This design comes from an exercise in tuning for small area and a short achievable clock period on the open sky130 flow, not from production work. Function was checked by simulation only, so behaviour that the tests miss may differ from the original. The clock port is modelled as an ideal driver; clocking choices that lean on that would not hold on a real chip. Power is estimated from default activity; no workload was simulated.

==> branch willow <==
==> flow/design.v (excerpt) <==
module encrypter_top(
    input             clk,
    input      [0:79] data_in,
    input      [0:63] master_key,
    input      [0:63] baby_key,
    output reg [0:79] data_out,
    output reg [0:7]  crc
    );
Settings: LEC_CHECK=0, CAP_MARGIN=30, CORE_MARGIN=2, CORE_UTILIZATION=55, HOLD_SLACK_MARGIN=0.1, SLEW_MARGIN=30; clock period 22.0 ns.
standard.sh (not shown) runs the stock make flow with config.mk's settings and CLKGATE_MAP_FILE= SYNTH_SCRIPT=/design/flow/synth_recipe.tcl, a recipe that flattens the netlist after the stock synthesis.
==> flow/flow/run.sh <==
#!/bin/bash
set -uo pipefail
export MY_ABC_SCRIPT="$PWD/flow/abc.script"
export SKEW_CELLS="sky130_fd_sc_hd__clkdlybuf4s25_1 sky130_fd_sc_hd__clkdlybuf4s25_1 sky130_fd_sc_hd__clkbuf_1"
bash standard.sh SYNTH_SCRIPT="$PWD/flow/my_synth.tcl" ADDER_MAP_FILE= \
    SETUP_SLACK_MARGIN=15.6 \
    SKIP_CTS_REPAIR_TIMING=1 \
    PRE_CTS_TCL="$PWD/flow/pre_cts.tcl" POST_CTS_TCL="$PWD/flow/post_cts.tcl" \
    "BUFFER_PORTS_ARGS=-buffer_cell sky130_fd_sc_hd__buf_1" \
    "CTS_ARGS=-sink_clustering_enable -repair_clock_nets -dont_use_dummy_load -buf_list {sky130_fd_sc_hd__clkbuf_8 sky130_fd_sc_hd__clkbuf_16}" \
    finish > flow_make.log 2>&1
status=$?
cp -f orfs/logs/*/*/*/*.log . 2>/dev/null || true
exit $status
==> flow/flow/abc.script <==
strash
dch
map -D 4500
topo
stime -c
buffer -c
upsize -c -D 4500
dnsize -c -D 4500
==> flow/flow/post_cts.tcl <==
# After CTS: delay the output registers' clock (see pre_cts.tcl) by a chain
# of delay cells in front of skew_out_buf, then repair timing with the skew
# in place.
set skew_block [ord::get_db_block]
set skew_db [ord::get_db]
# SKEW_CELLS: the delay cells, first to last
set skew_list $::env(SKEW_CELLS)
set skew_inst [$skew_block findInst skew_out_buf]
set skew_a [$skew_inst findITerm A]
set skew_prev [$skew_a getNet]
$skew_a disconnect
set skew_loc [$skew_inst getLocation]
for {set k 0} {$k < [llength $skew_list]} {incr k} {
  set d [odb::dbInst_create $skew_block [$skew_db findMaster [lindex $skew_list $k]] skew_dly_$k]
  set dn [odb::dbNet_create $skew_block clk_skew_dly_$k]
  $dn setSigType CLOCK
  [$d findITerm A] connect $skew_prev
  [$d findITerm X] connect $dn
  $d setLocation [lindex $skew_loc 0] [lindex $skew_loc 1]
  $d setPlacementStatus PLACED
  set skew_prev $dn
}
$skew_a connect $skew_prev
puts "post_cts: delay cells $skew_list in front of skew_out_buf"
detailed_placement
estimate_parasitics -placement
# cts.tcl's own repair is skipped (SKIP_CTS_REPAIR_TIMING=1) so that it
# sees this skew; the same steps follow here.
repair_timing_helper
detailed_placement
check_placement -verbose
Other scripts of this flow, unchanged in this note and not shown: flow/flow/my_synth.tcl, flow/flow/pre_cts.tcl
==> inputs of branch cedar, as changes to branch willow <==
--- a/flow/design.v
+++ b/flow/design.v
@@ -87,23 +87,20 @@
     input  [0:63] master_key,
     input  [0:63] baby_key,
     input  [0:7]  key_gt,        
     output [0:79] data_out
 );
     function [4:0] res5;
         input [3:0] x;
-        reg   [3:0] h, l;
         begin
-            h = {x[3] & x[2], x[3] & ~x[2], ~x[3] & x[2], ~x[3] & ~x[2]};
-            l = {x[1] & x[0], x[1] & ~x[0], ~x[1] & x[0], ~x[1] & ~x[0]};
-            res5[0] = (h[0] & l[0]) | (h[1] & l[1]) | (h[2] & l[2]) | (h[3] & l[3]);
-            res5[1] = (h[0] & l[1]) | (h[1] & l[2]) | (h[2] & l[3]);
-            res5[2] = (h[0] & l[2]) | (h[1] & l[3]) | (h[3] & l[0]);
-            res5[3] = (h[0] & l[3]) | (h[2] & l[0]) | (h[3] & l[1]);
-            res5[4] = (h[1] & l[0]) | (h[2] & l[1]) | (h[3] & l[2]);
+            res5[0] = (x == 4'd0) | (x == 4'd5) | (x == 4'd10) | (x == 4'd15);
+            res5[1] = (x == 4'd1) | (x == 4'd6) | (x == 4'd11);
+            res5[2] = (x == 4'd2) | (x == 4'd7) | (x == 4'd12);
+            res5[3] = (x == 4'd3) | (x == 4'd8) | (x == 4'd13);
+            res5[4] = (x == 4'd4) | (x == 4'd9) | (x == 4'd14);
         end
     endfunction
     function [4:0] add5;
         input [4:0] a, b;
         begin
             add5[0] = (a[0] & b[0]) | (a[1] & b[4]) | (a[2] & b[3]) | (a[3] & b[2]) | (a[4] & b[1]);
             add5[1] = (a[0] & b[1]) | (a[1] & b[0]) | (a[2] & b[4]) | (a[3] & b[3]) | (a[4] & b[2]);
==> flow/flow/run.sh (replaced) <==
#!/bin/bash
# Layout flow: the standard ORFS flow, except that synthesis maps the
# logic with flow/abc.script (delay-targeted mapping with area recovery)
# instead of ORFS's ABC speed script, and leaves adders to ABC instead of
# extracting full/half adder cells. Registers, flattening and renaming are
# those of the standard synthesis. Placement buffers the ports with buf_1,
# CTS uses clkbuf_8 without dummy loads, and the output registers' clock is
# delayed as a group after CTS (flow/pre_cts.tcl, flow/post_cts.tcl).
set -uo pipefail
export MY_ABC_SCRIPT="$PWD/flow/abc.script"
export SKEW_CELLS=2 SKEW_CELL=sky130_fd_sc_hd__clkdlybuf4s25_1
bash standard.sh SYNTH_SCRIPT="$PWD/flow/my_synth.tcl" ADDER_MAP_FILE= \
    SETUP_SLACK_MARGIN=15.5 \
    SKIP_CTS_REPAIR_TIMING=1 \
    PRE_CTS_TCL="$PWD/flow/pre_cts.tcl" POST_CTS_TCL="$PWD/flow/post_cts.tcl" \
    "BUFFER_PORTS_ARGS=-buffer_cell sky130_fd_sc_hd__buf_1" \
    "CTS_ARGS=-sink_clustering_enable -repair_clock_nets -dont_use_dummy_load -buf_list sky130_fd_sc_hd__clkbuf_8 -sink_clustering_size 24" \
    finish > flow_make.log 2>&1
status=$?
cp -f orfs/logs/*/*/*/*.log . 2>/dev/null || true
exit $status
==> flow/flow/post_cts.tcl (replaced) <==
# After CTS: delay the output registers' clock (see pre_cts.tcl) by a chain
# of delay cells in front of skew_out_buf, then repair timing with the skew
# in place.
set skew_block [ord::get_db_block]
set skew_db [ord::get_db]
set skew_cells [expr {[info exists ::env(SKEW_CELLS)] ? $::env(SKEW_CELLS) : 2}]
set skew_master [$skew_db findMaster [expr {[info exists ::env(SKEW_CELL)] ? $::env(SKEW_CELL) : "sky130_fd_sc_hd__clkdlybuf4s25_1"}]]
set skew_inst [$skew_block findInst skew_out_buf]
set skew_a [$skew_inst findITerm A]
set skew_prev [$skew_a getNet]
$skew_a disconnect
set skew_loc [$skew_inst getLocation]
for {set k 0} {$k < $skew_cells} {incr k} {
  set d [odb::dbInst_create $skew_block $skew_master skew_dly_$k]
  set dn [odb::dbNet_create $skew_block clk_skew_dly_$k]
  $dn setSigType CLOCK
  [$d findITerm A] connect $skew_prev
  [$d findITerm X] connect $dn
  $d setLocation [lindex $skew_loc 0] [lindex $skew_loc 1]
  $d setPlacementStatus PLACED
  set skew_prev $dn
}
$skew_a connect $skew_prev
puts "post_cts: $skew_cells delay cells in front of skew_out_buf"
detailed_placement
estimate_parasitics -placement
# cts.tcl's own repair is skipped (SKIP_CTS_REPAIR_TIMING=1) so that it
# sees this skew; the same steps follow here.
repair_timing_helper
detailed_placement
check_placement -verbose
==> flow/config.mk (replaced) <==
export PLATFORM = sky130hd
export DESIGN_NAME = encrypter_top
export DESIGN_NICKNAME = encrypter_top
export VERILOG_FILES = /design/flow/design.v
export SDC_FILE = /design/flow/constraint.sdc
export NUM_CORES = 4
export LEC_CHECK = 0
export CAP_MARGIN = 20
export CORE_MARGIN = 2
export CORE_UTILIZATION = 55
export SLEW_MARGIN = 20
==> inputs of branch pepper, as changes to branch willow <==
--- a/flow/design.v
+++ b/flow/design.v
@@ -87,23 +87,20 @@
     input  [0:63] master_key,
     input  [0:63] baby_key,
     input  [0:7]  key_gt,        
     output [0:79] data_out
 );
     function [4:0] res5;
         input [3:0] x;
-        reg   [3:0] h, l;
         begin
-            h = {x[3] & x[2], x[3] & ~x[2], ~x[3] & x[2], ~x[3] & ~x[2]};
-            l = {x[1] & x[0], x[1] & ~x[0], ~x[1] & x[0], ~x[1] & ~x[0]};
-            res5[0] = (h[0] & l[0]) | (h[1] & l[1]) | (h[2] & l[2]) | (h[3] & l[3]);
-            res5[1] = (h[0] & l[1]) | (h[1] & l[2]) | (h[2] & l[3]);
-            res5[2] = (h[0] & l[2]) | (h[1] & l[3]) | (h[3] & l[0]);
-            res5[3] = (h[0] & l[3]) | (h[2] & l[0]) | (h[3] & l[1]);
-            res5[4] = (h[1] & l[0]) | (h[2] & l[1]) | (h[3] & l[2]);
+            res5[0] = (x == 4'd0) | (x == 4'd5) | (x == 4'd10) | (x == 4'd15);
+            res5[1] = (x == 4'd1) | (x == 4'd6) | (x == 4'd11);
+            res5[2] = (x == 4'd2) | (x == 4'd7) | (x == 4'd12);
+            res5[3] = (x == 4'd3) | (x == 4'd8) | (x == 4'd13);
+            res5[4] = (x == 4'd4) | (x == 4'd9) | (x == 4'd14);
         end
     endfunction
     function [4:0] add5;
         input [4:0] a, b;
         begin
             add5[0] = (a[0] & b[0]) | (a[1] & b[4]) | (a[2] & b[3]) | (a[3] & b[2]) | (a[4] & b[1]);
             add5[1] = (a[0] & b[1]) | (a[1] & b[0]) | (a[2] & b[4]) | (a[3] & b[3]) | (a[4] & b[2]);
==> flow/flow/run.sh (replaced) <==
#!/bin/bash
# Layout flow: the standard ORFS flow, except that synthesis maps the
# logic with flow/abc.script (delay-targeted mapping with area recovery)
# instead of ORFS's ABC speed script, and leaves adders to ABC instead of
# extracting full/half adder cells. Registers, flattening and renaming are
# those of the standard synthesis. Placement buffers the ports with buf_1,
# CTS uses clkbuf_8 without dummy loads, and the output registers' clock is
# delayed as a group after CTS (flow/pre_cts.tcl, flow/post_cts.tcl).
set -uo pipefail
export MY_ABC_SCRIPT="$PWD/flow/abc.script"
export SKEW_CELLS=2 SKEW_CELL=sky130_fd_sc_hd__clkdlybuf4s25_1
bash standard.sh SYNTH_SCRIPT="$PWD/flow/my_synth.tcl" ADDER_MAP_FILE= \
    SETUP_SLACK_MARGIN=15.6 \
    SKIP_CTS_REPAIR_TIMING=1 \
    PRE_CTS_TCL="$PWD/flow/pre_cts.tcl" POST_CTS_TCL="$PWD/flow/post_cts.tcl" \
    "BUFFER_PORTS_ARGS=-buffer_cell sky130_fd_sc_hd__buf_1" \
    "CTS_ARGS=-sink_clustering_enable -repair_clock_nets -dont_use_dummy_load -buf_list {sky130_fd_sc_hd__clkbuf_8 sky130_fd_sc_hd__clkbuf_16}" \
    finish > flow_make.log 2>&1
status=$?
cp -f orfs/logs/*/*/*/*.log . 2>/dev/null || true
exit $status
==> flow/flow/abc.script (replaced) <==
strash
dch
map -D 4500
topo
stime -c
buffer -c
dnsize -c -D 4500
==> flow/flow/post_cts.tcl (replaced) <==
# After CTS: delay the output registers' clock (see pre_cts.tcl) by a chain
# of delay cells in front of skew_out_buf, then repair timing with the skew
# in place.
set skew_block [ord::get_db_block]
set skew_db [ord::get_db]
set skew_cells [expr {[info exists ::env(SKEW_CELLS)] ? $::env(SKEW_CELLS) : 2}]
set skew_master [$skew_db findMaster [expr {[info exists ::env(SKEW_CELL)] ? $::env(SKEW_CELL) : "sky130_fd_sc_hd__clkdlybuf4s25_1"}]]
set skew_inst [$skew_block findInst skew_out_buf]
set skew_a [$skew_inst findITerm A]
set skew_prev [$skew_a getNet]
$skew_a disconnect
set skew_loc [$skew_inst getLocation]
for {set k 0} {$k < $skew_cells} {incr k} {
  set d [odb::dbInst_create $skew_block $skew_master skew_dly_$k]
  set dn [odb::dbNet_create $skew_block clk_skew_dly_$k]
  $dn setSigType CLOCK
  [$d findITerm A] connect $skew_prev
  [$d findITerm X] connect $dn
  $d setLocation [lindex $skew_loc 0] [lindex $skew_loc 1]
  $d setPlacementStatus PLACED
  set skew_prev $dn
}
$skew_a connect $skew_prev
puts "post_cts: $skew_cells delay cells in front of skew_out_buf"
detailed_placement
estimate_parasitics -placement
# cts.tcl's own repair is skipped (SKIP_CTS_REPAIR_TIMING=1) so that it
# sees this skew; the same steps follow here.
repair_timing_helper
detailed_placement
check_placement -verbose
==> inputs of branch maple, as changes to branch willow <==
--- a/flow/design.v
+++ b/flow/design.v
@@ -87,23 +87,20 @@
     input  [0:63] master_key,
     input  [0:63] baby_key,
     input  [0:7]  key_gt,        
     output [0:79] data_out
 );
     function [4:0] res5;
         input [3:0] x;
-        reg   [3:0] h, l;
         begin
-            h = {x[3] & x[2], x[3] & ~x[2], ~x[3] & x[2], ~x[3] & ~x[2]};
-            l = {x[1] & x[0], x[1] & ~x[0], ~x[1] & x[0], ~x[1] & ~x[0]};
-            res5[0] = (h[0] & l[0]) | (h[1] & l[1]) | (h[2] & l[2]) | (h[3] & l[3]);
-            res5[1] = (h[0] & l[1]) | (h[1] & l[2]) | (h[2] & l[3]);
-            res5[2] = (h[0] & l[2]) | (h[1] & l[3]) | (h[3] & l[0]);
-            res5[3] = (h[0] & l[3]) | (h[2] & l[0]) | (h[3] & l[1]);
-            res5[4] = (h[1] & l[0]) | (h[2] & l[1]) | (h[3] & l[2]);
+            res5[0] = (x == 4'd0) | (x == 4'd5) | (x == 4'd10) | (x == 4'd15);
+            res5[1] = (x == 4'd1) | (x == 4'd6) | (x == 4'd11);
+            res5[2] = (x == 4'd2) | (x == 4'd7) | (x == 4'd12);
+            res5[3] = (x == 4'd3) | (x == 4'd8) | (x == 4'd13);
+            res5[4] = (x == 4'd4) | (x == 4'd9) | (x == 4'd14);
         end
     endfunction
     function [4:0] add5;
         input [4:0] a, b;
         begin
             add5[0] = (a[0] & b[0]) | (a[1] & b[4]) | (a[2] & b[3]) | (a[3] & b[2]) | (a[4] & b[1]);
             add5[1] = (a[0] & b[1]) | (a[1] & b[0]) | (a[2] & b[4]) | (a[3] & b[3]) | (a[4] & b[2]);
--- a/flow/flow/run.sh
+++ b/flow/flow/run.sh
@@ -1,8 +1,15 @@
 #!/bin/bash
+# Layout flow: the standard ORFS flow, except that synthesis maps the
+# logic with flow/abc.script (delay-targeted mapping with area recovery)
+# instead of ORFS's ABC speed script, and leaves adders to ABC instead of
+# extracting full/half adder cells. Registers, flattening and renaming are
+# those of the standard synthesis. Placement buffers the ports with buf_1,
+# CTS uses clkbuf_8 without dummy loads, and the output registers' clock is
+# delayed as a group after CTS (flow/pre_cts.tcl, flow/post_cts.tcl).
 set -uo pipefail
 export MY_ABC_SCRIPT="$PWD/flow/abc.script"
 export SKEW_CELLS="sky130_fd_sc_hd__clkdlybuf4s25_1 sky130_fd_sc_hd__clkdlybuf4s25_1 sky130_fd_sc_hd__clkbuf_1"
 bash standard.sh SYNTH_SCRIPT="$PWD/flow/my_synth.tcl" ADDER_MAP_FILE= \
     SETUP_SLACK_MARGIN=15.6 \
     SKIP_CTS_REPAIR_TIMING=1 \
     PRE_CTS_TCL="$PWD/flow/pre_cts.tcl" POST_CTS_TCL="$PWD/flow/post_cts.tcl" \
==> impl.org <==
** Outcome
- The flow ran to the end and the layout has no timing, DRC or antenna violations.

** Setup path
- Depth of the worst register-to-register path :: 35
- Critical path data required time :: 23.18 ns
- In this run the critical register-to-register path is captured at data_out[10]$_DFF_P_.

** Route
- Total wire length :: 102,000 µm
- Top layer reached by signal wires :: met4

** Global route
- For this run, the total global-route usage over all layers was measured as 0.420.

** Power
- Combinational cells consume a total of 2.15 mW.
- The share of total power dissipated in sequential elements is 0.221.

** Final layout
- Once layout is complete, the utilization of the core stands at 0.674.

** Clock network
- Clock-pin slew was measured on the worst setup and hold paths at 0.06 ns.

** Synth
- Of the total synthesized cell area, the portion taken by XOR and XNOR cells is 0.0606.
[end of results for branch pepper]
==> impl.org <==
** Setup path
- Together, buffers and inverters on the worst path number 1.
- Data on the critical path is required at its endpoint by 17.60 ns.
- Reg-to-reg critical path endpoint :: data_out[40]$_DFF_P_
- In this run the worst setup path terminates at data_out[44].
- Depth of the worst register-to-register path :: 35

** Outcome
- Result of the run :: finished clean

** Final layout
- For this run, the share of the core covered by cells in the final layout is 0.665.

** Clock network
- After clock tree synthesis, the clock-pin slew on the worst setup and hold paths is 0.07 ns.

** Route
- Total wire length :: 102,000 µm
- Top layer reached by signal wires :: met4

** Power
- In this run, power in combinational logic comes to 2.11 mW.
- The share of total power dissipated in sequential elements is 0.221.

** STA
- Min cycle time layout :: 6.40 ns
[end of results for branch maple]
==> impl.org <==
** Power
- Power share of the sequential group :: 0.230
- Logic power comb :: 2.06 mW

** Outcome
- Result of the run :: complete, but fails checks
- Checks failing in the layout checks :: negative hold slack

** Global route
- Overall routing resource usage :: 0.404

** Route
- After detailed routing, no signal wire sits above met5.

** STA
- The tightest hold path in the finished design has a slack of -0.0329 ns.
- Setup repair after global routing missed its margin :: no
- The total count of hold-check failures in the final report came to 3.

** Setup path
- The worst register-to-register path ends at data_out[60]$_DFF_P_.
- The worst register-to-register path has a depth of 35.
- Flop-to-flop setup slack :: 15.64 ns

** Synth
- Of the total synthesized cell area, the portion taken by XOR and XNOR cells is 0.0592.

** Clock network
- Clock slew at the register clock pins of the worst setup and hold paths :: 0.12 ns

** Final layout
- Utilization of the core after routing :: 0.644
[end of results for branch cedar]
==> impl.org <==
** Final layout
- Utilization of the core after routing :: 0.670

** Global route
- Overall routing resource usage :: 0.398

** Power
- Power share of the sequential group :: 0.214
- For the combinational group, total power comes out at 2.22 mW.

** Route
- For this block, the routed nets add up to 98,900 µm of wire.

** Setup path
- Data on the critical path is required at its endpoint by 17.60 ns.
- The worst register-to-register path has a depth of 32.
- Reg-to-reg critical path endpoint :: data_out[15]$_DFF_P_

** Synth
- Post-synthesis share of cell area spent on xor and xnor gates :: 0.0601

** Clock network
- Clock slew at the register clock pins of the worst setup and hold paths :: 0.06 ns

** Outcome
- The run finished with no timing, DRC or antenna violations.
[end of results for branch willow]

-- port drivers added, routing unchanged --
The flow's constraints put no driver on any port. The routed layouts listed below were extracted and timed again, unchanged, in two steps.
Step 1 (the two cells are an assumption about what drives the block):
set clk [get_ports {clk}]
set_driving_cell -lib_cell sky130_fd_sc_hd__clkbuf_16 $clk
set_driving_cell -lib_cell sky130_fd_sc_hd__buf_2 [delete_from_list [all_inputs] $clk]
Step 2, shift: input delay + t, output delay - t, t = (earliest + latest rising clock arrival at the registers) / 2. This alone moves slack from input paths to output paths.
Three values: no drivers, after step 1, after step 2; two values: the first two.
| run | t, ns | setup WS [ns] | worst hold slack (ns) | latest minus earliest clock arrival (ns) | slew at the worst register clock pin (ns) | worst slew at a driven data input, ns |
|---|---|---|---|---|---|---|
| branch willow | 1.090 | 15.584 / 15.511 / 15.756 | 0.072 / 0.072 / 0.072 | 0.811 / 0.811 | 0.07 / 0.07 | 0.05 |
| branch cedar | 1.091 | 15.550 / 15.485 / 15.644 | -0.033 / -0.033 / -0.033 | 0.728 / 0.728 | 0.12 / 0.12 | 0.06 |
| branch pepper | 1.019 | 15.472 / 15.472 / 15.472 | 0.123 / 0.123 / 0.123 | 0.644 / 0.643 | 0.08 / 0.08 | 0.05 |
| branch maple | 1.086 | 15.597 / 15.527 / 15.649 | 0.110 / 0.110 / 0.110 | 0.746 / 0.746 | 0.09 / 0.09 | 0.07 |
In every run listed the clock reaches the registers at very different times; t lies between them, and the last value is a rough guide only.
